Background: an optimization exercise with open tools, aiming at small area, a short achievable clock period and few clock cycles per item. Do not read the settings as production practice.
RTL that was checked went through simulation tests only; none was proved equivalent to the original.
Only the layout flow was run in runs 1 to 4; the RTL was not checked for function there.

$ cat config.mk
export PLATFORM = sky130hd
export DESIGN_NAME = gift128
export DESIGN_NICKNAME = gift128
export VERILOG_FILES = /design/flow/design.v
export SDC_FILE = /design/flow/constraint.sdc
export NUM_CORES = 4
export LEC_CHECK = 0
export CAP_MARGIN = 20
export CORE_MARGIN = 2
export CORE_UTILIZATION = 55
export CTS_CLUSTER_DIAMETER = 120
export CTS_CLUSTER_SIZE = 24
export SLEW_MARGIN = 20
export SYNTH_HIERARCHICAL = 1
$ cat constraint.sdc
create_clock -name core_clock -period 10.0 [get_ports {clk}]
set_input_delay 2.0000 -clock core_clock [delete_from_list [all_inputs] [get_ports {clk}]]
set_output_delay 2.0000 -clock core_clock [all_outputs]
set_load 0.01 [all_outputs]
$ cat design.v
module gift128(input  wire clk,
               input  wire [127:0] P,
               input  wire [127:0] K,
               input  wire ld,
               output wire [127:0] C,
               output wire done);
    localparam R = 3;     
    localparam M = 2;     
    reg  [127:0] state;
    reg  [127:0] roundkey;
    reg  [5:0]   rc;        
    reg          done_r;    
    function [127:0] perm_ark(input [127:0] s, input [127:0] w, input [5:0] c);
        reg [31:0] s0, s1, s2, s3, p0, p1, p2, p3;
        integer b;
        begin
            {s0, s1, s2, s3} = s;
            for (b = 0; b < 8; b = b + 1) begin
                p0[b +  0] = s0[4*b+0]; p0[b + 24] = s0[4*b+1]; p0[b + 16] = s0[4*b+2]; p0[b +  8] = s0[4*b+3];
                p1[b +  8] = s1[4*b+0]; p1[b +  0] = s1[4*b+1]; p1[b + 24] = s1[4*b+2]; p1[b + 16] = s1[4*b+3];
                p2[b + 16] = s2[4*b+0]; p2[b +  8] = s2[4*b+1]; p2[b +  0] = s2[4*b+2]; p2[b + 24] = s2[4*b+3];
                p3[b + 24] = s3[4*b+0]; p3[b + 16] = s3[4*b+1]; p3[b +  8] = s3[4*b+2]; p3[b +  0] = s3[4*b+3];
            end
            p2 = p2 ^ w[95:64];
            p1 = p1 ^ w[31:0];
            p3 = p3 ^ {1'b1, 25'h0, c};
            perm_ark = {p0, p1, p2, p3};
        end
    endfunction
    function [127:0] key_update(input [127:0] w);
        begin
            key_update = {w[17:16], w[31:18], w[11:0], w[15:12], w[127:32]};
        end
    endfunction
    function [5:0] rc_update(input [5:0] c);
        begin
            rc_update = {c[4:0], ~(c[5] ^ c[4])};
        end
    endfunction
    wire [127:0] st [0:R];
    wire [127:0] kw [0:R];
    wire [5:0]   cw [0:R];
    wire [127:0] st_in [0:R-1];
    wire [127:0] kw_in [0:R-1];
    wire [5:0]   cw_in [0:R-1];
    assign st[0] = state;
    assign kw[0] = roundkey;
    assign cw[0] = rc;
    genvar j;
    generate
        for (j = 0; j < R; j = j + 1) begin : rnd
            if (j == M) begin : mx
                assign st_in[j] = ld ? P : st[j];
                assign kw_in[j] = ld ? K : kw[j];
                assign cw_in[j] = ld ? 6'h01 : cw[j];
            end else begin : nomx
                assign st_in[j] = st[j];
                assign kw_in[j] = kw[j];
                assign cw_in[j] = cw[j];
            end
            wire [127:0] sb;
            gift_sbox_layer sbox (.a(st_in[j]), .y(sb));
            assign st[j+1] = perm_ark(sb, kw_in[j], cw_in[j]);
            assign kw[j+1] = key_update(kw_in[j]);
            assign cw[j+1] = rc_update(cw_in[j]);
        end
    endgenerate
    wire [5:0] rc_next = cw[R];
    always @(posedge clk) begin
        done_r <= (rc_next == 6'h34);    
        state    <= st[R];
        roundkey <= kw[R];
        rc       <= rc_next;
    end
    assign C    = state;
    assign done = done_r;
endmodule
module gift_sbox_layer(input wire [127:0] a, output wire [127:0] y);
    genvar i;
    generate
        for (i = 0; i < 32; i = i + 1) begin : nib
            gift_sbox sb (.s0(a[96+i]), .s1(a[64+i]), .s2(a[32+i]), .s3(a[i]),
                          .y0(y[96+i]), .y1(y[64+i]), .y2(y[32+i]), .y3(y[i]));
        end
    endgenerate
endmodule
module gift_sbox(input wire s0, input wire s1, input wire s2, input wire s3,
                 output wire y0, output wire y1, output wire y2, output wire y3);
    wire t1 = s1 ^ (s0 & s2);
    wire t0 = s0 ^ (t1 & s3);
    wire t2 = s2 ^ (t0 | t1);
    wire t3 = s3 ^ t2;
    wire u1 = t1 ^ t3;
    wire u2 = t2 ^ (t0 & u1);
    assign y0 = ~t3;
    assign y1 = u1;
    assign y2 = u2;
    assign y3 = t0;
endmodule
$ cat flow/run.sh
#!/bin/bash
# The standard ORFS layout, with 1x port buffers instead of the default
# (clkdlybuf4s50_1) and, if flow/margin.txt exists, timing repair aimed that
# many ns below the clock period (setup margin). The make output goes to
# flow_std.log here; ORFS's per-step logs are under orfs/logs.
set -euo pipefail
ARGS=("BUFFER_PORTS_ARGS=-buffer_cell sky130_fd_sc_hd__buf_1")
if [[ -f flow/margin.txt ]]; then ARGS+=("SETUP_SLACK_MARGIN=$(cat flow/margin.txt)"); fi
bash standard.sh "${ARGS[@]}" finish > flow_std.log 2>&1
$ cat flow/margin.txt
6.6
$ cat standard.sh
#!/bin/bash
# synth_recipe.tcl (not shown) runs the flow's synth.tcl, then flattens the netlist and writes it again
# the make line also repeats each setting of config.mk as NAME=value (left out here)
make -C /OpenROAD-flow-scripts/flow DESIGN_CONFIG=/design/flow/config.mk WORK_HOME=/design/flow/orfs CLKGATE_MAP_FILE= SYNTH_SCRIPT=/design/flow/synth_recipe.tcl "${@:-finish}"
==> flow_summary.json, run 1 <==
{
  "status": "finished clean",
  "dieArea_sq_mm": 0.0377,
  "port-buffer-count": 386,
  "grt_pass1_vias": 15800,
  "crit_arrival_ns": 1.35,
  "netlist_top_cells_count": "359 x xnor2_1, 264 x nand2_1, 263 x dfxtp_1, 192 x a21oi_1, 192 x mux2i_1",
  "fin_skew_ns": 0.0162,
  "hold_path_class": "flop to flop",
  "synth.area.top_cells": "dfxtp_1 27%, xnor2_1 16%, mux2_2 10%",
  "async_reset_ff_share_pct": 0,
  "cts.clk_slew.worst_paths_ns": 0.10,
  "worst_pin_slew_ns": 0.920,
  "post-route-period-util_pct": 33.5,
  "grt_pass1_wl_um": 101000,
  "tns_ns": 0,
  "fp.dieH_um": 194,
  "end_kind": "output port",
  "cp.required_ns": 8.00,
  "syn_to_final_growth_pct": 9.84,
  "rsz0062_at_grt": "no",
  "synth-edff-count": 0,
  "setup_slack_ns": 6.65,
  "place.detailed.hpwl_um": 58300,
  "track_usage_pct": 36.0,
  "hold_viol": 0,
  "r2r_slack_ns": 6.67,
  "wire_per_inst_um": 23.8,
  "setup_viol": 0,
  "r2r_end": "state[0]",
  "fin_hold_ws_ns": 0.518,
  "fin_crit_ns": 3.35,
  "worstHoldStart": "roundkey[119]",
  "ys.flop_type": "dfxtp_1",
  "synth_area_leader_cell": "dfxtp_1",
  "critPathMaxFanout": 8,
  "place_congestion": 0.918,
  "initial_utilization_pct": 55.9,
  "whs_path_depth": 1,
  "r2r_start": "state[52]",
  "num_vias": 17900,
  "drv_cap": 0,
  "seq_area_frac_synth_pct": 26.5,
  "post-route-drc-count": 0,
  "grt.overflow.total": 0,
  "clk_root_buffer_cell": "clkbuf_16",
  "clock_path_buffers": 3,
  "coreArea_sq_mm": 0.0356,
  "syn-cell-area_sq_mm": 0.0199,
  "layout.nets": 2829,
  "path_class": "flop to output port",
  "cp-start-kind": "flop",
  "cts_tree": "yes",
  "ys_ff_latch": 263,
  "min_to": "roundkey[23]",
  "firstDrtPassIters": 6,
  "synth_top_cell_area_share_pct": 26.5,
  "insertion_delay_ns": 0.52,
  "cts.hold.buffers_added": 0,
  "crit_chain": "buf_1",
  "h-tree-depth": 1,
  "slew_headroom_pct": 38.2,
  "netlist_instances": 2294,
  "drive_above_1_share_pct": 10.9,
  "syn_nets": 2552,
  "ant_nets": 0,
  "postCtsSetupBuffers": 0,
  "ys_warn_count": 7,
  "wl_um": 72300,
  "maxSlewViolCount": 0,
  "rows": 69,
  "die_x_um": 194,
  "synth.distinct_cells": 23,
  "reg2reg_depth": 12,
  "avgViaCountPerCell": 5.89,
  "drtIter0Drc": 1660,
  "critPathMaxStageDelay_ns": 0.63,
  "place_ws_ns": 5.37,
  "numCtsBuffers": 14,
  "grt_antenna_before_repair": 0,
  "cp.buffers_inverters": 1,
  "n_antenna_cell": 0,
  "io_pins": 387,
  "syn_area_per_cell_sq_um": 8.66,
  "slowest_stage": "dfxtp_1",
  "cts.sinks": 263,
  "grt_max_degree": 68,
  "cpLargestDelayFamily": "flip-flops",
  "synth.most_common_cell": "xnor2_1",
  "max_freq_ghz": 0.298,
  "dpl_cell_area_sq_mm": 0.0209,
  "finalInstanceArea_sq_mm": 0.0218
}
[final cells by class]
type | count | area, sq um
Clock buffer | 16 | 379
Fill cell | 3245 | 13700
Inverter | 3 | 11.3
Tap cell | 461 | 577
Sequential cell | 263 | 5270
Multi-Input combinational cell | 1894 | 13900
Timing Repair Buffer | 395 | 1660
[flip-flops by register name, summed over array words and instances (netlist names)]
name      flops
roundkey    128
state       128
done_r        1
rc            6
[what timing repair did]
action / 4_1_cts / 5_1_grt
pin swaps: 1 / 4
setup endpoints to repair: 142 / 65
gates cloned: 2 / 2
hold endpoints to repair: 0 / 0
gates resized for setup: 31 / 67
[routing by layer]
layer | up-vias | global-route usage [%] | part of all wire [%]
li1 | 8468 | - | -
met4 | 0 | 14.6 | 4.4
met3 | 116 | 4.89 | 7.7
met1 | 8517 | 46.8 | 41
met2 | 758 | 60.0 | 47
met5 | - | 0 | 0
[stage by stage]
| step | utilization, % | std cells |
|---|---|---|
| after floorplan | - | 2294 |
| after global placement | 58.7 | 3012 |
| after detailed placement | 58.7 | 3012 |
| after CTS | 60.3 | 3030 |
| after global routing | 61.4 | 3032 |
| final | 61.4 | 3032 |
[worst max-delay path by stage]
stage / startpoint / endpoint / slack [ns] / cells after the start
after floorplan: ld / state[64] / 6.51 / 8
after global placement: ld / state[92] / 5.37 / 7
after detailed placement: ld / state[92] / 5.37 / 7
after CTS: state[21] / state[0] / 6.61 / 11
after global routing: state[40] / state[94] / 6.56 / 12
final: state[22] / C[22] / 6.65 / 1
[cell usage in the layout (no fill, tap or decap)]
cell and count:
nand3b_1 96, buf_1 385, mux2i_1 192, o21ai_2 15
xor2_2 26, dfxtp_2 5, nand2b_4 1, nand2b_1 3
xnor2_2 16, bufbuf_16 2, nor2_2 1, buf_8 2
dfxtp_1 258, xnor2_1 343, xor2_1 116, nand3_1 96
clkbuf_1 1, buf_16 2, nor2b_1 2, inv_1 3
o211ai_1 96, mux2_2 185, nand2_1 264, buf_6 1
clkbuf_16 17, o21ai_0 97, buf_4 1, nor4_2 1
o21ai_1 55, a21oi_2 5, nor2_1 97, a21oi_1 187
[Yosys stat by module, one instance, submodules excluded, a selection]
| module | flops+latches | cells inside | area (sq um) | times used |
|---|---|---|---|---|
| gift_sbox | 0 | 15 | 100 | 96 |
| gift128 | 263 | 854 | 10300 | 1 |
[kinds of logic (layout without fill, tap and decap cells)]
kind of cell	count (synthesis)	in the layout	synth area share (%)
simple gates	561	561	13.2
xor+xnor	501	501	22.1
compound gates	455	455	12.7
mux	377	377	20.2
flops	263	263	26.5
buf+inv	137	414	5.40
==> run 2, diff against run 1 <==
==> flow/margin.txt (replaced) <==
6.8
==> flow_summary.json, run 2 <==
{
  "status": "finished clean",
  "synth-edff-count": 0,
  "critPathLaunch": "ld",
  "critPathMaxFanout": 16,
  "globalRouteMet1Util_pct": 47.7,
  "clock_path_buffers": 3,
  "worstHoldStart": "roundkey[106]",
  "track_usage_pct": 36.9,
  "min_to": "roundkey[10]",
  "grt_antenna_before_repair": 4,
  "layout.nets": 2846,
  "reg2reg_depth": 11,
  "syn-cell-area_sq_mm": 0.0199,
  "cts.clk_slew.worst_paths_ns": 0.10,
  "coreArea_sq_mm": 0.0356,
  "cts_tree": "yes",
  "place.detailed.hpwl_um": 57900,
  "ys.flop_type": "dfxtp_1",
  "grt_util_met3_pct": 5.72,
  "rsz0062_at_grt": "yes",
  "most-common-layout-cells": "373 x buf_1, 336 x xnor2_1, 264 x nand2_1",
  "initial_utilization_pct": 55.9,
  "setup_viol": 0,
  "ys_ff_latch": 263,
  "fin_crit_ns": 3.19,
  "grt_pass1_wl_um": 104000,
  "met2_usage_pct": 61.3,
  "slew_headroom_pct": 40.1,
  "r2r_slack_ns": 6.91,
  "clk_root_buffer_cell": "clkbuf_16",
  "synth_top_cell_area_share_pct": 26.5,
  "hold_path_class": "flop to flop",
  "avgViaCountPerCell": 5.90,
  "fp.dieH_um": 194,
  "grt.overflow.total": 0,
  "fin_skew_ns": 0.0245,
  "ys_warn_count": 7,
  "async_reset_ff_share_pct": 0,
  "num_vias": 18000,
  "rows": 69,
  "ant_nets": 0,
  "die_x_um": 194,
  "syn_nets": 2552,
  "path_class": "primary input to flop",
  "worst_pin_slew_ns": 0.898,
  "synth_area_leader_cell": "dfxtp_1",
  "grt_max_degree": 89,
  "whs_path_depth": 1,
  "grt_pass1_vias": 15900,
  "synth.most_common_cell": "xnor2_1",
  "netlist_top_cells_count": "359 x xnor2_1, 264 x nand2_1, 263 x dfxtp_1, 192 x a21oi_1, 192 x mux2i_1",
  "r2r_end": "state[73]",
  "finish.utilization_pct": 64.2,
  "h-tree-depth": 1,
  "seq_area_frac_synth_pct": 26.5,
  "top_regs": "roundkey (128), state (128), rc (6)",
  "drtIter0Drc": 1555,
  "synth.distinct_cells": 23,
  "r2r_start": "state[75]",
  "syn_area_per_cell_sq_um": 8.66,
  "insertion_delay_ns": 0.53,
  "cts.hold.buffers_added": 0,
  "io_pins": 387,
  "max_freq_ghz": 0.313,
  "post-route-period-util_pct": 31.9,
  "synth.area.top_cells": "dfxtp_1 27%, xnor2_1 16%, mux2_2 10%",
  "place_congestion": 0.923,
  "dieArea_sq_mm": 0.0377,
  "port-buffer-count": 386,
  "end_kind": "flop",
  "final_common_cell": "buf_1",
  "maxSlewViolCount": 0,
  "numCtsBuffers": 15,
  "cp-start-kind": "primary input",
  "grt.busiest_layer": "met2",
  "wire_per_inst_um": 24.3,
  "drv_cap": 0,
  "cts.sinks": 263,
  "post-route-drc-count": 0,
  "cp.required_ns": 10.45,
  "hold_viol": 0,
  "crit_arrival_ns": 3.64,
  "fin_hold_ws_ns": 0.492,
  "wl_um": 74200,
  "syn_to_final_growth_pct": 14.9,
  "netlist_instances": 2294,
  "firstDrtPassIters": 5,
  "tns_ns": 0,
  "drive_above_1_share_pct": 18.8
}
[run 2: logic make-up (layout without fill, tap and decap cells)]
kind of cell	Yosys count	after routing	share of synthesized area (%)
flip-flops	263	263	26.5
AND/OR/NAND/NOR	561	561	13.2
multiplexers	377	377	20.2
AO/OA/AOI/OAI	455	455	12.7
XOR/XNOR	501	501	22.1
other	0	2	0
buffers and inverters	137	432	5.40
[run 2: what timing repair did]
item | 4_1_cts | 5_1_grt
pin swaps | 2 | 13
gates resized for setup | 160 | 105
gates cloned | 7 | 3
endpoints found under the setup margin | 339 | 112
setup buffers | 0 | 12
[run 2: area by class of cell]
type	instances	area, sq um
multi-input combinational	1894	14400
fill	3186	12700
sequential	263	5460
timing repair buffer	411	1920
tap	461	577
clock buffer	15	375
clock inverter	3	80.1
inverter	3	11.3
antenna	2	5.00
[run 2: Yosys stat by module, one instance, submodules excluded, a selection]
module | flip-flops and latches | cells | copies in the design | area, sq um
gift128 | 263 | 854 | 1 | 10300
gift_sbox | 0 | 15 | 96 | 100
[run 2: critical path, stage by stage]
cell and delay (ns):
clkbuf_16 0.19, bufbuf_16 0.32, o21ai_1 0.38, o21ai_0 0.24
xnor2_2 0.32, xor2_1 0.17
[run 2: metal layers]
metal  share of wire [%]  vias up
met5               0.012        -
li1                    -     8517
met2                  46      829
met4                 5.3        2
met3                 8.6      154
met1                  40     8504
[run 2: how the worst max path moves through the flow]
stage                      to  slack (ns)  cells past startpoint
floorplan           state[73]        6.65                      8
global placement    state[63]        4.74                      7
detailed placement  state[63]        4.72                      7
CTS                 state[63]        6.75                      7
global route        state[32]        6.70                     12
finish              state[95]        6.81                      6
[run 2: per-stage QoR]
step	setup slack [ns]	std cells	cell area, sq um
6_report	6.81	3052	22800
5_1_grt	6.70	3050	22800
4_1_cts	6.75	3035	22200
3_5_place_dp	4.72	3010	21100
3_3_place_gp	4.74	3010	21100
2_1_floorplan	6.65	2294	20300
==> run 3, diff against run 2 <==
--- a/design.v
+++ b/design.v
@@ -4,8 +4,8 @@
                input  wire ld,
                output wire [127:0] C,
                output wire done);
-    localparam R = 3;     
-    localparam M = 2;     
+    localparam R = 4;     
+    localparam M = 4;     
     reg  [127:0] state;
     reg  [127:0] roundkey;
     reg  [5:0]   rc;        
@@ -65,11 +65,11 @@
             assign cw[j+1] = rc_update(cw_in[j]);
         end
     endgenerate
-    wire [5:0] rc_next = cw[R];
+    wire [5:0] rc_next = ld ? 6'h01 : cw[R];
     always @(posedge clk) begin
         done_r <= (rc_next == 6'h34);    
-        state    <= st[R];
-        roundkey <= kw[R];
+        state    <= ld ? P : st[R];
+        roundkey <= ld ? K : kw[R];
         rc       <= rc_next;
     end
     assign C    = state;
==> flow/margin.txt (replaced) <==
6.0
--- a/config.mk
+++ b/config.mk
@@ -7,7 +7,7 @@
 export LEC_CHECK = 0
 export CAP_MARGIN = 20
 export CORE_MARGIN = 2
-export CORE_UTILIZATION = 55
+export CORE_UTILIZATION = 40
 export CTS_CLUSTER_DIAMETER = 120
 export CTS_CLUSTER_SIZE = 24
 export SLEW_MARGIN = 20
==> flow_summary.json, run 3 <==
{
  "final_cells": 3996,
  "grt_max_degree": 161,
  "grt_pass1_vias": 19000,
  "synth.most_common_cell": "xnor2_1",
  "post-route-period-util_pct": 39.6,
  "cts.sinks": 263,
  "fillers": 5630,
  "slew_headroom_pct": 32.6,
  "crit_arrival_ns": 4.35,
  "fin_skew_ns": 0.0433,
  "ys_warn_count": 7,
  "insertion_delay_ns": 0.57,
  "syn_nets": 3105,
  "initial_utilization_pct": 40.6,
  "r2r_start": "state[56]",
  "syn_area_per_cell_sq_um": 8.45,
  "final_common_cell": "buf_1",
  "ys.flop_type": "dfxtp_1",
  "drive_above_1_share_pct": 24.3,
  "cpMostUsedCell": "o21ai_0",
  "netlist_top_cells_count": "454 x xnor2_1, 327 x nand2_1, 263 x dfxtp_1, 256 x a21oi_1, 256 x mux2i_1",
  "wl_um": 96800,
  "cp.required_ns": 10.39,
  "drtIter0Drc": 2538,
  "setup_viol": 0,
  "path_class": "flop to flop",
  "r2r_end": "state[94]",
  "critPathMaxStageDelay_ns": 0.52,
  "async_reset_ff_share_pct": 0,
  "syn_to_final_growth_pct": 22.1,
  "maxSlewViolCount": 0,
  "r2r_slack_ns": 6.04,
  "coreArea_sq_mm": 0.0592,
  "clk_root_buffer_cell": "clkbuf_16",
  "status": "finished clean",
  "max_freq_ghz": 0.253,
  "end_kind": "flop",
  "slowest_stage": "dfxtp_1",
  "firstDrtPassIters": 8,
  "dp.cells": 3838,
  "syn-cell-area_sq_mm": 0.0241,
  "tns_ns": 0,
  "fp.dieH_um": 249,
  "rows": 89,
  "die_x_um": 249,
  "synth.area.top_cells": "dfxtp_1 22%, xnor2_1 17%, mux2i_1 11%",
  "post-route-drc-count": 0,
  "wire_per_inst_um": 24.2,
  "cts_tree": "yes",
  "ys_ff_latch": 263,
  "ff_latch_area_sq_mm": 0.00537,
  "worst_pin_slew_ns": 1.01,
  "avgViaCountPerCell": 5.60,
  "cts.clk_slew.worst_paths_ns": 0.11,
  "numCtsBuffers": 16,
  "seq_area_frac_synth_pct": 21.9,
  "clock_path_buffers": 3,
  "multi_input_area_sq_mm": 0.0200,
  "fin_crit_ns": 3.96,
  "io_pins": 387,
  "whs_path_depth": 1,
  "synth.distinct_cells": 24,
  "hold_viol": 0,
  "synth_top_cell_area_share_pct": 21.9,
  "reg2reg_depth": 13,
  "layout.nets": 3473,
  "track_usage_pct": 29.3,
  "dieArea_sq_mm": 0.0621,
  "num_vias": 22400,
  "h-tree-depth": 1,
  "hold_path_class": "flop to flop",
  "place_congestion": 0.976,
  "place.detailed.hpwl_um": 76800,
  "min_to": "roundkey[125]",
  "crit_chain": "o21ai_0 > xnor2_1 > xor2_2 > nand2_1 > mux2i_1 > a21oi_4 > mux2i_1 > o211ai_1 > xor2_2 > o21ai_0 > xnor2_2 > xnor2_1 > o21ai_0",
  "ant_nets": 0,
  "top_regs": "roundkey (128), state (128), rc (6)",
  "drv_cap": 0,
  "grt.overflow.total": 0,
  "grt_pass1_wl_um": 133000,
  "netlist_instances": 2847,
  "synth-edff-count": 0,
  "synth_area_leader_cell": "dfxtp_1",
  "grt_antenna_before_repair": 8,
  "rsz0062_at_grt": "yes",
  "cp-start-kind": "flop",
  "port-buffer-count": 386,
  "worstHoldStart": "roundkey[127]",
  "critPathMaxFanout": 7,
  "most-common-layout-cells": "385 x buf_1, 357 x xnor2_1, 327 x nand2_1"
}
## run 3: changes by cell type in the layout (fill, tap and decap cells not counted), sizes merged, moves of 33 or more
cell,change
xnor2,+95
mux2i,+64
buf,+120
nand2,+63
nor2,+33
a21oi,+64
xor2,+69
## run 3: per-layer routing
layer	part of all wire [%]	wire, um	vias up	GRT usage [%]
met2	43	41600	1126	44.9
met4	5.4	5210	12	12.4
met5	0.081	78	-	0
li1	-	-	10400	-
met1	41	39900	10600	40.6
met3	10	9880	184	4.76
## run 3: modules after synthesis (local to each module, per instance), excerpt
module	times used	cells	flops+latches	cell area (sq um)
gift_sbox	128	15	0	100
gift128	1	927	263	11200
## run 3: cell families (layout without fill, tap and decap cells)
logic type      after synthesis  count (layout)  synth area share (%)
mux                         441             441                  20.9
compound gates              583             583                  13.5
simple gates                719             719                  14.0
xor+xnor                    668             668                  24.5
flops                       263             263                  21.9
buf+inv                     173             547                  5.30
other cells                   0               2                     0
## run 3: timing repair
item	4_1_cts	5_1_grt
pin swaps	18	99
resized for setup	214	243
hold buffers	0	0
setup buffers	7	125
endpoints found under the setup margin	118	126
## run 3: final cells by class
class                           count  area share (%)
Inverter                            3          0.0383
Tap cell                          773            3.29
Sequential cell                   263            18.3
Clock inverter                      7           0.307
Clock buffer                       17            1.45
Timing Repair Buffer              520            8.45
Antenna cell                        2          0.0170
Multi-Input combinational cell   2411            68.2
## run 3: metrics by stage
step | area (sq um) | setup slack [ns] | utilization, % | hold WS (ns)
global placement | 25200 | 5.43 | 42.6 | 0.567
CTS | 27200 | 5.91 | 45.9 | 0.583
floorplan | 24100 | 6.79 | - | 0.500
global route | 29400 | 5.87 | 49.6 | 0.653
detailed placement | 25200 | 5.45 | 42.6 | 0.562
finish | 29400 | 6.04 | 49.6 | 0.616
## run 3: worst max-delay path by stage
stage | end | startpoint
6_report | state[94] | state[56]
5_1_grt | state[33] | state[85]
4_1_cts | state[82] | state[99]
3_5_place_dp | state[82] | state[0]
3_3_place_gp | state[82] | state[0]
2_1_floorplan | state[1] | state[91]
## run 3: worst max-delay path, delay by kind of cell (launching register included)
kind | cells | cell delay [ns]
xor+xnor | 5 | 1.59
compound gates | 5 | 1.14
simple gates | 1 | 0.12
flops | 1 | 0.52
mux | 2 | 0.44
==> run 4, diff against run 3 <==
--- a/design.v
+++ b/design.v
@@ -4,8 +4,8 @@
                input  wire ld,
                output wire [127:0] C,
                output wire done);
-    localparam R = 4;     
-    localparam M = 4;     
+    localparam R = 2;     
+    localparam M = 2;     
     reg  [127:0] state;
     reg  [127:0] roundkey;
     reg  [5:0]   rc;        
==> flow/margin.txt (replaced) <==
6.8
==> flow_summary.json, run 4 <==
{
  "status": "finished clean",
  "max_freq_ghz": 0.315,
  "grt_antenna_before_repair": 8,
  "fin_crit_ns": 3.17,
  "maxSlewViolCount": 0,
  "layout.nets": 2305,
  "r2r_end": "state[94]",
  "final_common_cell": "buf_1",
  "drive_above_1_share_pct": 17.2,
  "die_x_um": 207,
  "ys_ff_latch": 263,
  "syn-cell-area_sq_mm": 0.0165,
  "r2r_slack_ns": 7.39,
  "cpLargestDelayFamily": "flip-flops",
  "ant_nets": 0,
  "rsz0062_at_grt": "no",
  "finish.utilization_pct": 45.8,
  "place.detailed.hpwl_um": 45800,
  "end_kind": "output port",
  "post-route-period-util_pct": 31.7,
  "path_class": "flop to output port",
  "setup_slack_ns": 6.83,
  "dpl_cell_area_sq_mm": 0.0179,
  "tns_ns": 0,
  "fin_skew_ns": 0.0163,
  "firstDrtPassIters": 5,
  "cts.hold.buffers_added": 0,
  "crit_arrival_ns": 1.17,
  "cts.clk_slew.worst_paths_ns": 0.10,
  "cp-start-kind": "flop",
  "cts_tree": "yes",
  "post-route-drc-count": 0,
  "hold_path_class": "flop to flop",
  "cp.buffers_inverters": 1,
  "cp.required_ns": 8.00,
  "grt_max_degree": 87,
  "dp.cells": 2558,
  "syn_to_final_growth_pct": 13.3,
  "netlist_instances": 1738,
  "worst_pin_slew_ns": 0.831,
  "coreArea_sq_mm": 0.0408,
  "synth_top_cell_area_share_pct": 31.9,
  "seq_area_frac_synth_pct": 31.9,
  "final_cells": 2587,
  "critPathMaxStageDelay_ns": 0.47,
  "syn_area_per_cell_sq_um": 9.50,
  "async_reset_ff_share_pct": 0,
  "synth-edff-count": 0,
  "drv_cap": 0,
  "place_congestion": 0.881,
  "port-buffer-count": 386,
  "most-common-layout-cells": "371 x buf_1, 263 x xnor2_1, 199 x nand2_1",
  "rows": 74,
  "fin_hold_ws_ns": 0.515,
  "initial_utilization_pct": 40.4,
  "grt.overflow.total": 0,
  "wl_um": 56600,
  "top_regs": "roundkey (128), state (128), rc (6)",
  "num_vias": 13400,
  "cp_num_cells": 1,
  "netlist_top_cells_count": "263 x dfxtp_1, 263 x xnor2_1, 199 x nand2_1, 144 x mux2_4, 134 x o21ai_0",
  "slew_headroom_pct": 44.6,
  "slowest_stage": "dfxtp_2",
  "synth_area_leader_cell": "dfxtp_1",
  "grt_pass1_wl_um": 80200,
  "finalInstanceArea_sq_mm": 0.0187,
  "h-tree-depth": 1,
  "synth.area.top_cells": "dfxtp_1 32%, xnor2_1 14%, mux2_4 13%",
  "track_usage_pct": 25.2,
  "clk_root_buffer_cell": "clkbuf_16",
  "fp.dieH_um": 207,
  "r2r_start": "state[11]",
  "place_ws_ns": 5.30,
  "clock_path_buffers": 3,
  "drtIter0Drc": 803,
  "worstSetupEndpoint": "C[82]",
  "setup_viol": 0,
  "hold_viol": 0,
  "critPathLaunch": "state[82]",
  "dieArea_sq_mm": 0.0429,
  "cts.sinks": 263,
  "ys_warn_count": 7,
  "ys.flop_type": "dfxtp_1",
  "critPathMaxFanout": 8,
  "numCtsBuffers": 15,
  "avgViaCountPerCell": 5.20,
  "insertion_delay_ns": 0.52,
  "wire_per_inst_um": 21.9,
  "io_pins": 387,
  "synth.distinct_cells": 22,
  "crit_chain": "buf_1",
  "reg2reg_depth": 7,
  "syn_nets": 1996,
  "grt_pass1_vias": 12500
}
-- run 4: layout make-up --
class                   count  area (sq um)
fillers                  4068         22100
well taps                 532           666
clock buffers              16           379
inverters                   1          3.75
clock inverters             5          45.0
repair buffers            393          1620
multi-input cells        1373         10500
flip-flops and latches    263          5510
diodes                      4          10.0
-- run 4: logic make-up (layout without fill, tap and decap cells) --
family / after synthesis / in the layout / share of synthesized area (%)
other: 0 / 4 / 0
buffers and inverters: 102 / 415 / 4.70
multiplexers: 313 / 313 / 23.7
AO/OA/AOI/OAI: 327 / 327 / 10.9
AND/OR/NAND/NOR: 399 / 399 / 11.2
flip-flops: 263 / 263 / 31.9
XOR/XNOR: 334 / 334 / 17.7
-- run 4: how the worst min path moves through the flow --
stage,startpoint,endpoint,depth (start not counted)
final,roundkey[25],roundkey[87],1
after global routing,roundkey[51],roundkey[113],1
after CTS,roundkey[25],roundkey[87],1
after detailed placement,roundkey[25],roundkey[87],1
after global placement,roundkey[92],roundkey[28],1
after floorplan,roundkey[49],roundkey[127],1
-- run 4: modules after synthesis (local to each module, per instance), excerpt --
module     flip-flops and latches  area (sq um)  times used
gift_sbox                       0           100          64
gift128                       263         10100           1
-- run 4: repair_timing --
item / 4_1_cts / 5_1_grt
setup endpoints to repair: 301 / 76
setup buffers: 2 / 0
resized for setup: 139 / 45
pin swaps: 0 / 0
gates cloned: 2 / 0
-- run 4: per-layer routing --
layer	wire, um	track usage, %	vias up
met1	25200	32.7	6354
li1	-	-	6613
met5	13	0	-
met3	2830	3.18	78
met2	26400	42.5	400
met4	2230	9.73	2
==> run 5, diff against run 4 <==
==> design.v (replaced) <==
module gift128(input  wire clk,
               input  wire [127:0] P,
               input  wire [127:0] K,
               input  wire ld,
               output wire [127:0] C,
               output wire done);
    localparam R = 3;     
    localparam M = 2;     
    reg  [127:0] state;
    reg  [127:0] roundkey;
    reg  [5:0]   rc;        
    reg          done_r;    
    function [127:0] key_update(input [127:0] w);
        begin
            key_update = {w[17:16], w[31:18], w[11:0], w[15:12], w[127:32]};
        end
    endfunction
    function [5:0] rc_update(input [5:0] c);
        begin
            rc_update = {c[4:0], ~(c[5] ^ c[4])};
        end
    endfunction
    wire [127:0] st [0:R];
    wire [127:0] kw [0:R];
    wire [5:0]   cw [0:R];
    wire [127:0] st_in [0:R-1];
    wire [127:0] kw_in [0:R-1];
    wire [5:0]   cw_in [0:R-1];
    assign st[0] = state;
    assign kw[0] = roundkey;
    assign cw[0] = rc;
    genvar j;
    generate
        for (j = 0; j < R; j = j + 1) begin : rnd
            if (j == M) begin : mx
                assign st_in[j] = ld ? P : st[j];
                assign kw_in[j] = ld ? K : kw[j];
                assign cw_in[j] = ld ? 6'h01 : cw[j];
            end else begin : nomx
                assign st_in[j] = st[j];
                assign kw_in[j] = kw[j];
                assign cw_in[j] = cw[j];
            end
            gift_round round (.s(st_in[j]), .k1(kw_in[j][31:0]), .k2(kw_in[j][95:64]),
                              .c(cw_in[j]), .y(st[j+1]));
            assign kw[j+1] = key_update(kw_in[j]);
            assign cw[j+1] = rc_update(cw_in[j]);
        end
    endgenerate
    wire [5:0] rc_next = cw[R];
    always @(posedge clk) begin
        done_r   <= (rc_next == 6'h34);    
        state    <= st[R];
        roundkey <= kw[R];
        rc       <= rc_next;
    end
    assign C    = state;
    assign done = done_r;
endmodule
module gift_round(input wire [127:0] s, input wire [31:0] k1, input wire [31:0] k2,
                  input wire [5:0] c, output wire [127:0] y);
    reg [31:0] s0, s1, s2, s3, t, p0, p1, p2, p3;
    integer b;
    always @(*) begin
        {s0, s1, s2, s3} = s;
        s1 = s1 ^ (s0 & s2);
        s0 = s0 ^ (s1 & s3);
        s2 = s2 ^ (s0 | s1);
        s3 = s3 ^ s2;
        s1 = s1 ^ s3;
        s3 = ~s3;
        s2 = s2 ^ (s0 & s1);
        t = s0; s0 = s3; s3 = t;
        for (b = 0; b < 8; b = b + 1) begin
            p0[b +  0] = s0[4*b+0]; p0[b + 24] = s0[4*b+1]; p0[b + 16] = s0[4*b+2]; p0[b +  8] = s0[4*b+3];
            p1[b +  8] = s1[4*b+0]; p1[b +  0] = s1[4*b+1]; p1[b + 24] = s1[4*b+2]; p1[b + 16] = s1[4*b+3];
            p2[b + 16] = s2[4*b+0]; p2[b +  8] = s2[4*b+1]; p2[b +  0] = s2[4*b+2]; p2[b + 24] = s2[4*b+3];
            p3[b + 24] = s3[4*b+0]; p3[b + 16] = s3[4*b+1]; p3[b +  8] = s3[4*b+2]; p3[b +  0] = s3[4*b+3];
        end
        p1 = p1 ^ k1;
        p2 = p2 ^ k2;
        p3 = p3 ^ {1'b1, 25'h0, c};
    end
    assign y = {p0, p1, p2, p3};
endmodule
==> flow/margin.txt (replaced) <==
7.0
--- a/config.mk
+++ b/config.mk
@@ -7,7 +7,7 @@
 export LEC_CHECK = 0
 export CAP_MARGIN = 20
 export CORE_MARGIN = 2
-export CORE_UTILIZATION = 40
+export CORE_UTILIZATION = 55
 export CTS_CLUSTER_DIAMETER = 120
 export CTS_CLUSTER_SIZE = 24
 export SLEW_MARGIN = 20
==> flow_summary.json, run 5 <==
{
  "hold_path_class": "flop to flop",
  "syn_area_per_cell_sq_um": 9.11,
  "avgViaCountPerCell": 5.83,
  "drive_above_1_share_pct": 35.5,
  "numCtsBuffers": 14,
  "highest_layer": "met5",
  "ant_nets": 0,
  "insertion_delay_ns": 0.52,
  "worstHoldStart": "roundkey[32]",
  "synth.distinct_cells": 21,
  "synth-edff-count": 0,
  "met1Wirelength_um": 32100,
  "fin_skew_ns": 0.0181,
  "cpLargestDelayFamily": "flip-flops",
  "finish.utilization_pct": 75.3,
  "synth.area.top_cells": "dfxtp_1 27%, xnor2_1 20%, mux2_2 15%",
  "wl_met2_um": 34900,
  "async_reset_ff_share_pct": 0,
  "fin_crit_ns": 3.05,
  "clk_root_buffer_cell": "clkbuf_16",
  "drtIter0Drc": 1692,
  "crit_arrival_ns": 1.05,
  "r2r_end": "state[42]",
  "slowest_stage": "dfxtp_4",
  "synth_area_leader_cell": "dfxtp_1",
  "worst_pin_slew_ns": 0.815,
  "wl_um": 78700,
  "grt_max_degree": 43,
  "top_regs": "roundkey (128), state (128), rc (6)",
  "tns_ns": 0,
  "most-common-layout-cells": "375 x xnor2_1, 256 x buf_1, 186 x buf_4",
  "crit_chain": "buf_6",
  "layout.nets": 2954,
  "syn_nets": 2393,
  "clock_path_buffers": 3,
  "drv_cap": 0,
  "syn-cell-area_sq_mm": 0.0195,
  "netlist_top_cells_count": "442 x xnor2_1, 267 x mux2_2, 263 x dfxtp_1, 192 x nor2_1, 192 x o21ai_0",
  "ys_ff_latch": 263,
  "post-route-drc-count": 0,
  "r2r_start": "state[87]",
  "grt_pass1_vias": 16500,
  "cp.required_ns": 8.00,
  "fp.dieH_um": 192,
  "r2r_slack_ns": 7.03,
  "cp.buffers_inverters": 1,
  "n_antenna_cell": 0,
  "status": "finished clean",
  "setup_viol": 0,
  "num_vias": 18400,
  "critPathMaxFanout": 2,
  "grt.overflow.total": 0,
  "synth.most_common_cell": "xnor2_1",
  "hold_viol": 0,
  "ys.flop_type": "dfxtp_1",
  "cp-start-kind": "flop",
  "rows": 68,
  "whs_path_depth": 1,
  "port-buffer-count": 386,
  "firstDrtPassIters": 6,
  "cts.sinks": 263,
  "synth_top_cell_area_share_pct": 27.1,
  "io_pins": 387,
  "end_kind": "output port",
  "coreArea_sq_mm": 0.0347,
  "critPathMaxStageDelay_ns": 0.42,
  "grt_antenna_before_repair": 5,
  "initial_utilization_pct": 56.0,
  "max_freq_ghz": 0.327,
  "track_usage_pct": 40.1,
  "cts_tree": "yes",
  "place_congestion": 0.976,
  "place.detailed.hpwl_um": 58200,
  "cts.hold.buffers_added": 0,
  "maxSlewViolCount": 0,
  "die_x_um": 192,
  "seq_area_frac_synth_pct": 27.1,
  "reg2reg_depth": 14,
  "ys_warn_count": 8,
  "slew_headroom_pct": 45.1,
  "h-tree-depth": 1,
  "syn_to_final_growth_pct": 34.4,
  "wire_per_inst_um": 25.0,
  "dr_wl_met3_um": 7470,
  "grt_pass1_wl_um": 107000,
  "path_class": "flop to output port",
  "min_to": "roundkey[68]",
  "netlist_instances": 2135,
  "dieArea_sq_mm": 0.0369,
  "cts.clk_slew.worst_paths_ns": 0.10,
  "final_common_cell": "xnor2_1",
  "rsz0062_at_grt": "yes",
  "post-route-period-util_pct": 30.5
}
==> run 5: cell count changes after synthesis, sizes merged, moves of 57 or more <==
cell / before / now
xnor2: 263 / 442
mux2: 185 / 331
nor2: 64 / 192
mux2i: 128 / 3
a21oi: 128 / 30
nor2b: 5 / 98
xor2: 71 / 152
a22o: 0 / 72
nor3b: 0 / 72
nand3: 65 / 0
nand3b: 64 / 0
o211ai: 64 / 0
o21ai: 135 / 192
==> run 5: modules after synthesis (local to each module, per instance) <==
module / cells / flip-flops and latches
gift128: 560 / 263
gift_round: 525 / 0
==> run 5: cell families after synthesis <==
logic type | Yosys count | synth area share, %
XOR/XNOR | 594 | 26.7
buffers and inverters | 50 | 1.64
AND/OR/NAND/NOR | 576 | 14.1
AO/OA/AOI/OAI | 318 | 9.90
multiplexers | 334 | 20.5
flip-flops | 263 | 27.1
==> run 5: how the worst max path moves through the flow <==
stage                   start        end  slack (ns)  cells after the start
global route        state[67]  state[37]        6.88                     15
global placement           ld   state[1]        5.25                      6
floorplan                  ld  state[63]        6.65                      8
finish              state[30]      C[30]        6.95                      1
detailed placement         ld   state[1]        5.23                      6
CTS                 state[30]      C[30]        6.94                      1
==> run 5: stage by stage <==
step | worst slack (ns) | hold slack (ns) | cell area [sq um] | std cells
2_1_floorplan | 6.65 | 0.478 | 19900 | 2135
3_3_place_gp | 5.25 | 0.485 | 21500 | 2930
3_5_place_dp | 5.23 | 0.492 | 21500 | 2930
4_1_cts | 6.94 | 0.519 | 24900 | 3100
5_1_grt | 6.88 | 0.532 | 26100 | 3151
6_report | 6.95 | 0.517 | 26100 | 3151
==> run 5: layer usage <==
layer / track usage, % / vias to the layer above
met3: 7.00 / 197
met5: 0 / -
met1: 53.3 / 8867
met2: 63.4 / 941
met4: 18.5 / 8
li1: - / 8350
==> run 5: cell type report <==
class                   count  area, sq um
multi-input cells        1822        15100
fillers                  2582         8570
flip-flops and latches    263         5750
repair buffers            595         4370
well taps                 455          569
clock buffers              16          379
==> run 5: what timing repair did <==
item,in CTS,in global routing
buffers inserted,144,48
pin swaps,3,38
setup endpoints to repair,368,172
gates cloned,10,3
gates resized for setup,581,152
Testbench counts of run 5, summed over its fixed seeds: cycles 5,384, items 384.
==> run 6, diff against run 5 <==
==> flow/margin.txt (replaced) <==
6.6
==> flow_summary.json, run 6 <==
{
  "status": "finished clean",
  "coreArea_sq_mm": 0.0347,
  "track_usage_pct": 37.2,
  "cp.required_ns": 8.00,
  "crit_arrival_ns": 1.35,
  "top_regs": "roundkey (128), state (128), rc (6)",
  "syn-cell-area_sq_mm": 0.0195,
  "tns_ns": 0,
  "r2r_slack_ns": 6.72,
  "syn_to_final_growth_pct": 12.5,
  "cts.sinks": 263,
  "syn_area_per_cell_sq_um": 9.11,
  "seq_area_frac_synth_pct": 27.1,
  "crit_chain": "buf_1",
  "post-route-period-util_pct": 33.5,
  "synth-edff-count": 0,
  "end_kind": "output port",
  "grt_pass1_vias": 15200,
  "rsz0062_at_grt": "no",
  "synth.most_common_cell": "xnor2_1",
  "path_class": "flop to output port",
  "ys_warn_count": 8,
  "dieArea_sq_mm": 0.0369,
  "grt_antenna_before_repair": 1,
  "layout.nets": 2752,
  "numCtsBuffers": 14,
  "rows": 68,
  "fp.dieH_um": 192,
  "worst_pin_slew_ns": 0.883,
  "worstHoldStart": "roundkey[111]",
  "cpLargestDelayFamily": "flip-flops",
  "grt_pass1_wl_um": 98700,
  "netlist_instances": 2135,
  "critPathMaxFanout": 7,
  "reg2reg_depth": 11,
  "grt_max_degree": 74,
  "ys_ff_latch": 263,
  "slew_headroom_pct": 40.7,
  "io_pins": 387,
  "cts.clk_slew.worst_paths_ns": 0.10,
  "async_reset_ff_share_pct": 0,
  "clock_path_buffers": 3,
  "max_freq_ghz": 0.299,
  "final_common_cell": "xnor2_1",
  "die_x_um": 192,
  "synth.distinct_cells": 21,
  "post-route-drc-count": 0,
  "maxSlewViolCount": 0,
  "wire_per_inst_um": 24.2,
  "r2r_end": "state[40]",
  "drive_above_1_share_pct": 15.0,
  "setup_viol": 0,
  "num_vias": 16700,
  "syn_nets": 2393,
  "drv_cap": 0,
  "drtIter0Drc": 1416,
  "cp.buffers_inverters": 1,
  "cts.hold.buffers_added": 0,
  "synth_top_cell_area_share_pct": 27.1,
  "insertion_delay_ns": 0.52,
  "ys.flop_type": "dfxtp_1",
  "firstDrtPassIters": 5,
  "clk_root_buffer_cell": "clkbuf_16",
  "wl_um": 71300,
  "min_to": "roundkey[15]",
  "critPathMaxStageDelay_ns": 0.63,
  "hold_path_class": "flop to flop",
  "place.detailed.hpwl_um": 58400,
  "cts_tree": "yes",
  "fin_crit_ns": 3.35,
  "r2r_start": "state[95]",
  "hold_viol": 0,
  "cp-start-kind": "flop",
  "h-tree-depth": 1,
  "whs_path_depth": 1,
  "place_congestion": 0.960,
  "netlist_top_cells_count": "442 x xnor2_1, 267 x mux2_2, 263 x dfxtp_1, 192 x nor2_1, 192 x o21ai_0",
  "grt.overflow.total": 0,
  "most-common-layout-cells": "432 x xnor2_1, 385 x buf_1, 267 x mux2_2",
  "avgViaCountPerCell": 5.67,
  "initial_utilization_pct": 56.0,
  "port-buffer-count": 386,
  "ant_nets": 0,
  "slowest_stage": "dfxtp_1",
  "synth.area.top_cells": "dfxtp_1 27%, xnor2_1 20%, mux2_2 15%",
  "synth_area_leader_cell": "dfxtp_1",
  "finish.utilization_pct": 63.0,
  "fin_skew_ns": 0.0211
}
[run 6: cell counts after synthesis]
Identical to the previous run, type by type.
[run 6: cell families (layout without fill, tap and decap cells)]
kind of cell	after synthesis	count (layout)	synth area share, %
AOI/OAI and AO/OA	318	318	9.90
xor gates and xnor gates	594	594	26.7
buffers and inverters	50	409	1.64
DFF	263	263	27.1
muxes	334	334	20.5
other	0	1	0
and+or+nand+nor	576	576	14.1
[run 6: stage by stage]
step	hold WS (ns)	setup WS (ns)	area, sq um	instances
after global routing	0.537	6.60	21900	2949
final	0.524	6.65	21900	2950
after CTS	0.524	6.60	21700	2947
after global placement	0.490	5.05	21200	2929
after detailed placement	0.499	5.01	21200	2929
after floorplan	0.478	6.62	19500	2135
[run 6: metal layers]
| metal | up-vias | track usage, % | routed length, um |
|---|---|---|---|
| li1 | 7942 | - | - |
| met1 | 7939 | 49.8 | 30400 |
| met2 | 717 | 59.7 | 31600 |
| met3 | 128 | 6.03 | 5860 |
| met4 | 2 | 15.1 | 3400 |
| met5 | - | 0 | 13 |
[run 6: worst max-delay path by stage]
stage                   start         to  slack, ns  cells after the start
CTS                        ld  state[54]       6.60                      7
finish               state[4]       C[4]       6.65                      1
floorplan                  ld  state[63]       6.62                      8
global placement           ld  state[34]       5.05                      7
global route        state[95]  state[40]       6.60                     11
detailed placement         ld   state[2]       5.01                      6
[run 6: Yosys stat by module (local to each module, per instance)]
module / times used / flops+latches
gift_round: 3 / 0
gift128: 1 / 263
[run 6: what timing repair did]
item / in CTS / in global routing
endpoints found under the setup margin: 223 / 33
gates resized for setup: 15 / 20
gates cloned: 2 / 2
setup buffers: 0 / 0
[run 6: area by class of cell]
type	instances	area [sq um]
Clock buffer	16	379
Multi-Input combinational cell	1822	14000
Tap cell	455	569
Sequential cell	263	5270
Antenna cell	1	2.50
Fill cell	3133	12800
Timing Repair Buffer	393	1650
==> run 7, diff against run 6 <==
==> flow/margin.txt (replaced) <==
6.8
--- a/config.mk
+++ b/config.mk
@@ -7,7 +7,7 @@
 export LEC_CHECK = 0
 export CAP_MARGIN = 20
 export CORE_MARGIN = 2
-export CORE_UTILIZATION = 55
+export CORE_UTILIZATION = 65
 export CTS_CLUSTER_DIAMETER = 120
 export CTS_CLUSTER_SIZE = 24
 export SLEW_MARGIN = 20
==> flow_summary.json, run 7 <==
{
  "status": "finished clean",
  "critPathMaxFanout": 37,
  "coreArea_sq_mm": 0.0296,
  "grt_pass1_wl_um": 98100,
  "tns_ns": 0,
  "final_common_cell": "xnor2_1",
  "top_regs": "roundkey (128), state (128), rc (6)",
  "critPathMaxStageDelay_ns": 0.40,
  "grt_max_degree": 75,
  "track_usage_pct": 42.9,
  "globalRouteMet1Util_pct": 54.5,
  "drv_cap": 0,
  "setup_viol": 0,
  "insertion_delay_ns": 0.52,
  "cp.required_ns": 10.37,
  "cts.sinks": 263,
  "cts.hold.buffers_added": 0,
  "synth_top_cell_area_share_pct": 27.1,
  "cp.buffers_inverters": 2,
  "ant_nets": 0,
  "syn_area_per_cell_sq_um": 9.11,
  "most-common-layout-cells": "428 x xnor2_1, 376 x buf_1, 233 x mux2_2",
  "synth_area_leader_cell": "dfxtp_1",
  "layout.nets": 2765,
  "max_freq_ghz": 0.310,
  "cpLargestDelayFamily": "XOR/XNOR gates",
  "num_vias": 17500,
  "fin_skew_ns": 0.0282,
  "clock_path_buffers": 3,
  "ys_warn_count": 8,
  "post-route-period-util_pct": 32.3,
  "synth-edff-count": 0,
  "wl_um": 70500,
  "rows": 63,
  "avgViaCountPerCell": 6.03,
  "synth.most_common_cell": "xnor2_1",
  "fin_crit_ns": 3.23,
  "syn-cell-area_sq_mm": 0.0195,
  "met2_usage_pct": 68.3,
  "grt_util_met3_pct": 7.67,
  "ys.flop_type": "dfxtp_1",
  "ff_latch_area_sq_mm": 0.00541,
  "ys_ff_latch": 263,
  "fin_hold_ws_ns": 0.512,
  "grt.overflow.total": 0,
  "grt_pass1_vias": 15700,
  "firstDrtPassIters": 6,
  "initial_utilization_pct": 65.8,
  "slowest_stage": "mux2_2",
  "async_reset_ff_share_pct": 0,
  "numCtsBuffers": 14,
  "grt_antenna_before_repair": 4,
  "synth.area.top_cells": "dfxtp_1 27%, xnor2_1 20%, mux2_2 15%",
  "io_pins": 387,
  "hold_viol": 0,
  "path_class": "primary input to flop",
  "finish.utilization_pct": 75.6,
  "post-route-drc-count": 0,
  "end_kind": "flop",
  "syn_nets": 2393,
  "fillers": 2265,
  "hold_path_class": "flop to flop",
  "clk_root_buffer_cell": "clkbuf_16",
  "wire_per_inst_um": 24.3,
  "finalInstanceArea_sq_mm": 0.0224,
  "cts_tree": "yes",
  "dieArea_sq_mm": 0.0313,
  "grt.busiest_layer": "met2",
  "drive_above_1_share_pct": 21.1,
  "rsz0062_at_grt": "yes",
  "cts.clk_slew.worst_paths_ns": 0.10,
  "place.detailed.hpwl_um": 55600,
  "die_x_um": 177,
  "drtIter0Drc": 1897,
  "fp.dieH_um": 177,
  "worst_pin_slew_ns": 0.842,
  "synth.distinct_cells": 21,
  "multi_input_area_sq_mm": 0.0143,
  "port-buffer-count": 386,
  "syn_to_final_growth_pct": 14.9,
  "crit_arrival_ns": 3.60,
  "maxSlewViolCount": 0,
  "h-tree-depth": 1,
  "slew_headroom_pct": 43.5,
  "dpl_cell_area_sq_mm": 0.0213,
  "crit_chain": "clkbuf_16 > buf_16 > mux2_2 > xor2_1 > xnor2_1",
  "cp-start-kind": "primary input",
  "netlist_top_cells_count": "442 x xnor2_1, 267 x mux2_2, 263 x dfxtp_1, 192 x nor2_1, 192 x o21ai_0",
  "netlist_instances": 2135,
  "seq_area_frac_synth_pct": 27.1,
  "place_congestion": 0.999
}
[run 7: what timing repair did]
item,4_1_cts,5_1_grt
setup endpoints to repair,296,94
gates cloned,4,2
pin swaps,1,6
setup buffers,3,9
hold endpoints to repair,0,0
resized for setup,93,69
[run 7: through the flow]
stage               setup WS [ns]  instances
floorplan                    6.65       2135
global route                 6.76       2897
detailed placement           5.29       2863
CTS                          6.80       2886
global placement             5.35       2863
finish                       6.77       2899
[run 7: per-layer routing]
metal | wire [um] | part of all wire [%]
met3 | 7150 | 10
met2 | 30800 | 44
met1 | 27200 | 39
met4 | 5310 | 7.5
met5 | 27 | 0.038
[run 7: cell type report]
| cell class | instances | area share [%] |
|---|---|---|
| multi-input cells | 1822 | 64.0 |
| flip-flops and latches | 263 | 24.2 |
| repair buffers | 406 | 7.95 |
| well taps | 390 | 2.18 |
| clock buffers | 16 | 1.70 |
| diodes | 2 | 0.0224 |
[run 7: path summary, 6_finish.rpt]
check                             startpoint            to  slack, ns  depth (start not counted)
worst max-delay path                      ld     state[83]       6.77                          5
worst min-delay path            roundkey[56]  roundkey[86]       0.51                          1
worst max register to register     state[39]     state[35]       6.85                         14
worst min register to register  roundkey[56]  roundkey[86]       0.51                          1
[run 7: cells by family after synthesis]
family,Yosys count,synth area share [%]
xor+xnor,594,26.7
buf+inv,50,1.64
flops,263,27.1
compound gates,318,9.90
simple gates,576,14.1
mux,334,20.5
[run 7: worst reg2reg max path, stage by stage (launching register included)]
cell     delay [ns]
dfxtp_1        0.42
nor2b_2        0.24
xor2_1         0.15
o21ai_0        0.18
xor2_2         0.21
buf_4          0.17
nor2b_1        0.14
xnor2_1        0.16
nor2_2         0.31
xnor2_2        0.19
mux2_2         0.35
nor2b_1        0.15
xnor2_1        0.16
nor2_1         0.07
xnor2_1        0.12
[run 7: Yosys stat by module (local to each module, per instance)]
module      cell area (sq um)  cells inside
gift128                  8670           560
gift_round               3590           525
==> run 8, diff against run 7 <==
--- a/config.mk
+++ b/config.mk
@@ -7,7 +7,7 @@
 export LEC_CHECK = 0
 export CAP_MARGIN = 20
 export CORE_MARGIN = 2
-export CORE_UTILIZATION = 65
+export CORE_UTILIZATION = 55
 export CTS_CLUSTER_DIAMETER = 120
 export CTS_CLUSTER_SIZE = 24
 export SLEW_MARGIN = 20
==> flow_summary.json, run 8 <==
{
  "hold_path_class": "flop to flop",
  "seq_area_frac_synth_pct": 27.1,
  "rsz0062_at_grt": "yes",
  "netlist_instances": 2135,
  "num_vias": 17100,
  "post-route-drc-count": 0,
  "r2r_slack_ns": 6.84,
  "place.detailed.hpwl_um": 58500,
  "r2r_start": "state[39]",
  "numCtsBuffers": 14,
  "cts_tree": "yes",
  "grt_antenna_before_repair": 2,
  "critPathMaxStageDelay_ns": 0.45,
  "slew_headroom_pct": 38.8,
  "drv_cap": 0,
  "track_usage_pct": 38.1,
  "coreArea_sq_mm": 0.0347,
  "cp-start-kind": "primary input",
  "n_antenna_cell": 0,
  "place_congestion": 0.961,
  "grt.overflow.total": 0,
  "crit_chain": "clkbuf_16 > buf_12 > mux2_2 > xnor2_1 > xnor2_1",
  "min_to": "roundkey[10]",
  "syn_nets": 2393,
  "rows": 68,
  "wire_per_inst_um": 24.5,
  "syn-cell-area_sq_mm": 0.0195,
  "wl_um": 72800,
  "synth-edff-count": 0,
  "critPathMaxFanout": 51,
  "synth_top_cell_area_share_pct": 27.1,
  "layout.nets": 2776,
  "ys.flop_type": "dfxtp_1",
  "synth_area_leader_cell": "dfxtp_1",
  "async_reset_ff_share_pct": 0,
  "synth.most_common_cell": "xnor2_1",
  "initial_utilization_pct": 56.0,
  "slowest_stage": "mux2_2",
  "drtIter0Drc": 1283,
  "whs_path_depth": 1,
  "fin_crit_ns": 3.19,
  "reg2reg_depth": 13,
  "syn_area_per_cell_sq_um": 9.11,
  "cts.hold.buffers_added": 0,
  "firstDrtPassIters": 6,
  "setup_viol": 0,
  "final_common_cell": "xnor2_1",
  "ant_nets": 0,
  "fp.dieH_um": 192,
  "syn_to_final_growth_pct": 16.6,
  "avgViaCountPerCell": 5.74,
  "hold_viol": 0,
  "post-route-period-util_pct": 31.9,
  "tns_ns": 0,
  "top_regs": "roundkey (128), state (128), rc (6)",
  "dieArea_sq_mm": 0.0369,
  "clk_root_buffer_cell": "clkbuf_16",
  "fin_skew_ns": 0.0304,
  "most-common-layout-cells": "425 x xnor2_1, 374 x buf_1, 232 x mux2_2",
  "status": "finished clean",
  "worst_pin_slew_ns": 0.912,
  "h-tree-depth": 1,
  "max_freq_ghz": 0.313,
  "synth.area.top_cells": "dfxtp_1 27%, xnor2_1 20%, mux2_2 15%",
  "path_class": "primary input to flop",
  "grt_pass1_wl_um": 100000,
  "cpMostUsedCell": "xnor2_1",
  "grt_pass1_vias": 15300,
  "end_kind": "flop",
  "crit_arrival_ns": 3.55,
  "fin_hold_ws_ns": 0.516,
  "die_x_um": 192,
  "clock_path_buffers": 3,
  "port-buffer-count": 386,
  "cts.clk_slew.worst_paths_ns": 0.10,
  "grt_max_degree": 52,
  "netlist_top_cells_count": "442 x xnor2_1, 267 x mux2_2, 263 x dfxtp_1, 192 x nor2_1, 192 x o21ai_0",
  "synth.distinct_cells": 21,
  "ys_ff_latch": 263,
  "ys_warn_count": 8,
  "drive_above_1_share_pct": 22.0,
  "io_pins": 387,
  "worstHoldStart": "roundkey[106]",
  "cts.sinks": 263,
  "insertion_delay_ns": 0.52,
  "maxSlewViolCount": 0,
  "r2r_end": "state[35]",
  "cp.required_ns": 10.36
}
## run 8: cell types whose count changed in the layout (fill, tap and decap cells not counted), sizes merged
cell | previous run | this run
buf | 398 | 404
bufbuf | 1 | 7
clkbuf | 23 | 22
diode | 2 | 0
## run 8: cell type report
cell class,count,area (sq um)
Multi-Input combinational cell,1822,14300
Fill cell,2999,12000
Sequential cell,263,5410
Timing Repair Buffer,417,1990
Tap cell,455,569
Clock buffer,16,379
## run 8: metrics by stage
stage	area, sq um	utilization [%]	cells	setup slack [ns]
finish	22700	65.4	2973	6.81
global route	22700	65.4	2973	6.69
CTS	22300	64.3	2956	6.80
detailed placement	21400	61.6	2931	4.96
global placement	21400	61.6	2931	4.96
floorplan	19700	-	2135	6.65
## run 8: cells by family after synthesis
kind of cell	count (synthesis)	share of synthesized area (%)
flops	263	27.1
buf+inv	50	1.64
compound gates	318	9.90
xor+xnor	594	26.7
mux	334	20.5
simple gates	576	14.1
## run 8: worst max path at each step
stage | startpoint | endpoint | slack [ns]
after global placement | ld | state[1] | 4.96
after floorplan | ld | state[63] | 6.65
final | ld | state[124] | 6.81
after detailed placement | ld | state[1] | 4.96
after global routing | state[35] | state[52] | 6.69
after CTS | ld | state[56] | 6.80
## run 8: what timing repair did
action / in CTS / in global routing
gates resized for setup: 113 / 78
pin swaps: 1 / 5
gates cloned: 8 / 0
buffers inserted: 1 / 17
setup endpoints to repair: 273 / 94
## run 8: layer usage
layer	vias up	part of all wire (%)	global-route usage, %
li1	7989	-	-
met1	8190	42	50.9
met5	-	0	0
met4	0	4.7	15.9
met2	753	45	61.9
met3	128	8.2	4.82
## run 8: Yosys stat by module, one instance, submodules excluded
module	flip-flops and latches	cells inside	copies in the design	cell area [sq um]
gift128	263	560	1	8670
gift_round	0	525	3	3590
## run 8: critical path, delay by kind of cell
| family | cells | cell delay, ns |
|---|---|---|
| xor+xnor | 2 | 0.58 |
| buf+inv | 2 | 0.47 |
| mux | 1 | 0.45 |

-- what the ideal ports hide --
No port has a modelled driver above. Below, the same layouts with a new extraction and two added sets of constraints.
Step 1: set_driving_cell puts a clkbuf_16 on clk and a buf_2 on each other input, an assumption about the parent block.
Step 2 adds t to the input delays and takes it off the output delays; t is the mean of the earliest and latest rising clock arrival at the registers after step 1. Input paths then give back, and output paths get back, about the clock's delay inside the block.
Three values: no drivers, after step 1, after step 2; two values: the first two.
run | t, ns | setup WS [ns] | slew at the worst register clock pin (ns) | cell pins on the clock port's net
run 1 | 0.569 | 6.649 / 6.589 / 6.020 | 0.12 / 0.12 | 1
run 2 | 0.573 | 6.809 / 6.756 / 6.201 | 0.11 / 0.11 | 1
run 3 | 0.607 | 6.042 / 6.042 / 6.008 | 0.12 / 0.12 | 1
run 4 | 0.566 | 6.827 / 6.772 / 6.325 | 0.10 / 0.10 | 1
run 5 | 0.567 | 6.945 / 6.801 / 6.235 | 0.11 / 0.11 | 1
run 6 | 0.559 | 6.651 / 6.596 / 6.117 | 0.11 / 0.11 | 1
run 7 | 0.561 | 6.775 / 6.670 / 6.108 | 0.11 / 0.11 | 1
run 8 | 0.564 | 6.806 / 6.698 / 6.135 | 0.11 / 0.11 | 1
After both steps setup and hold are still met in every run listed. For run 5, which loses most, drivers alone change the setup slack by -0.144 ns; drivers and shift together by -0.710 ns.
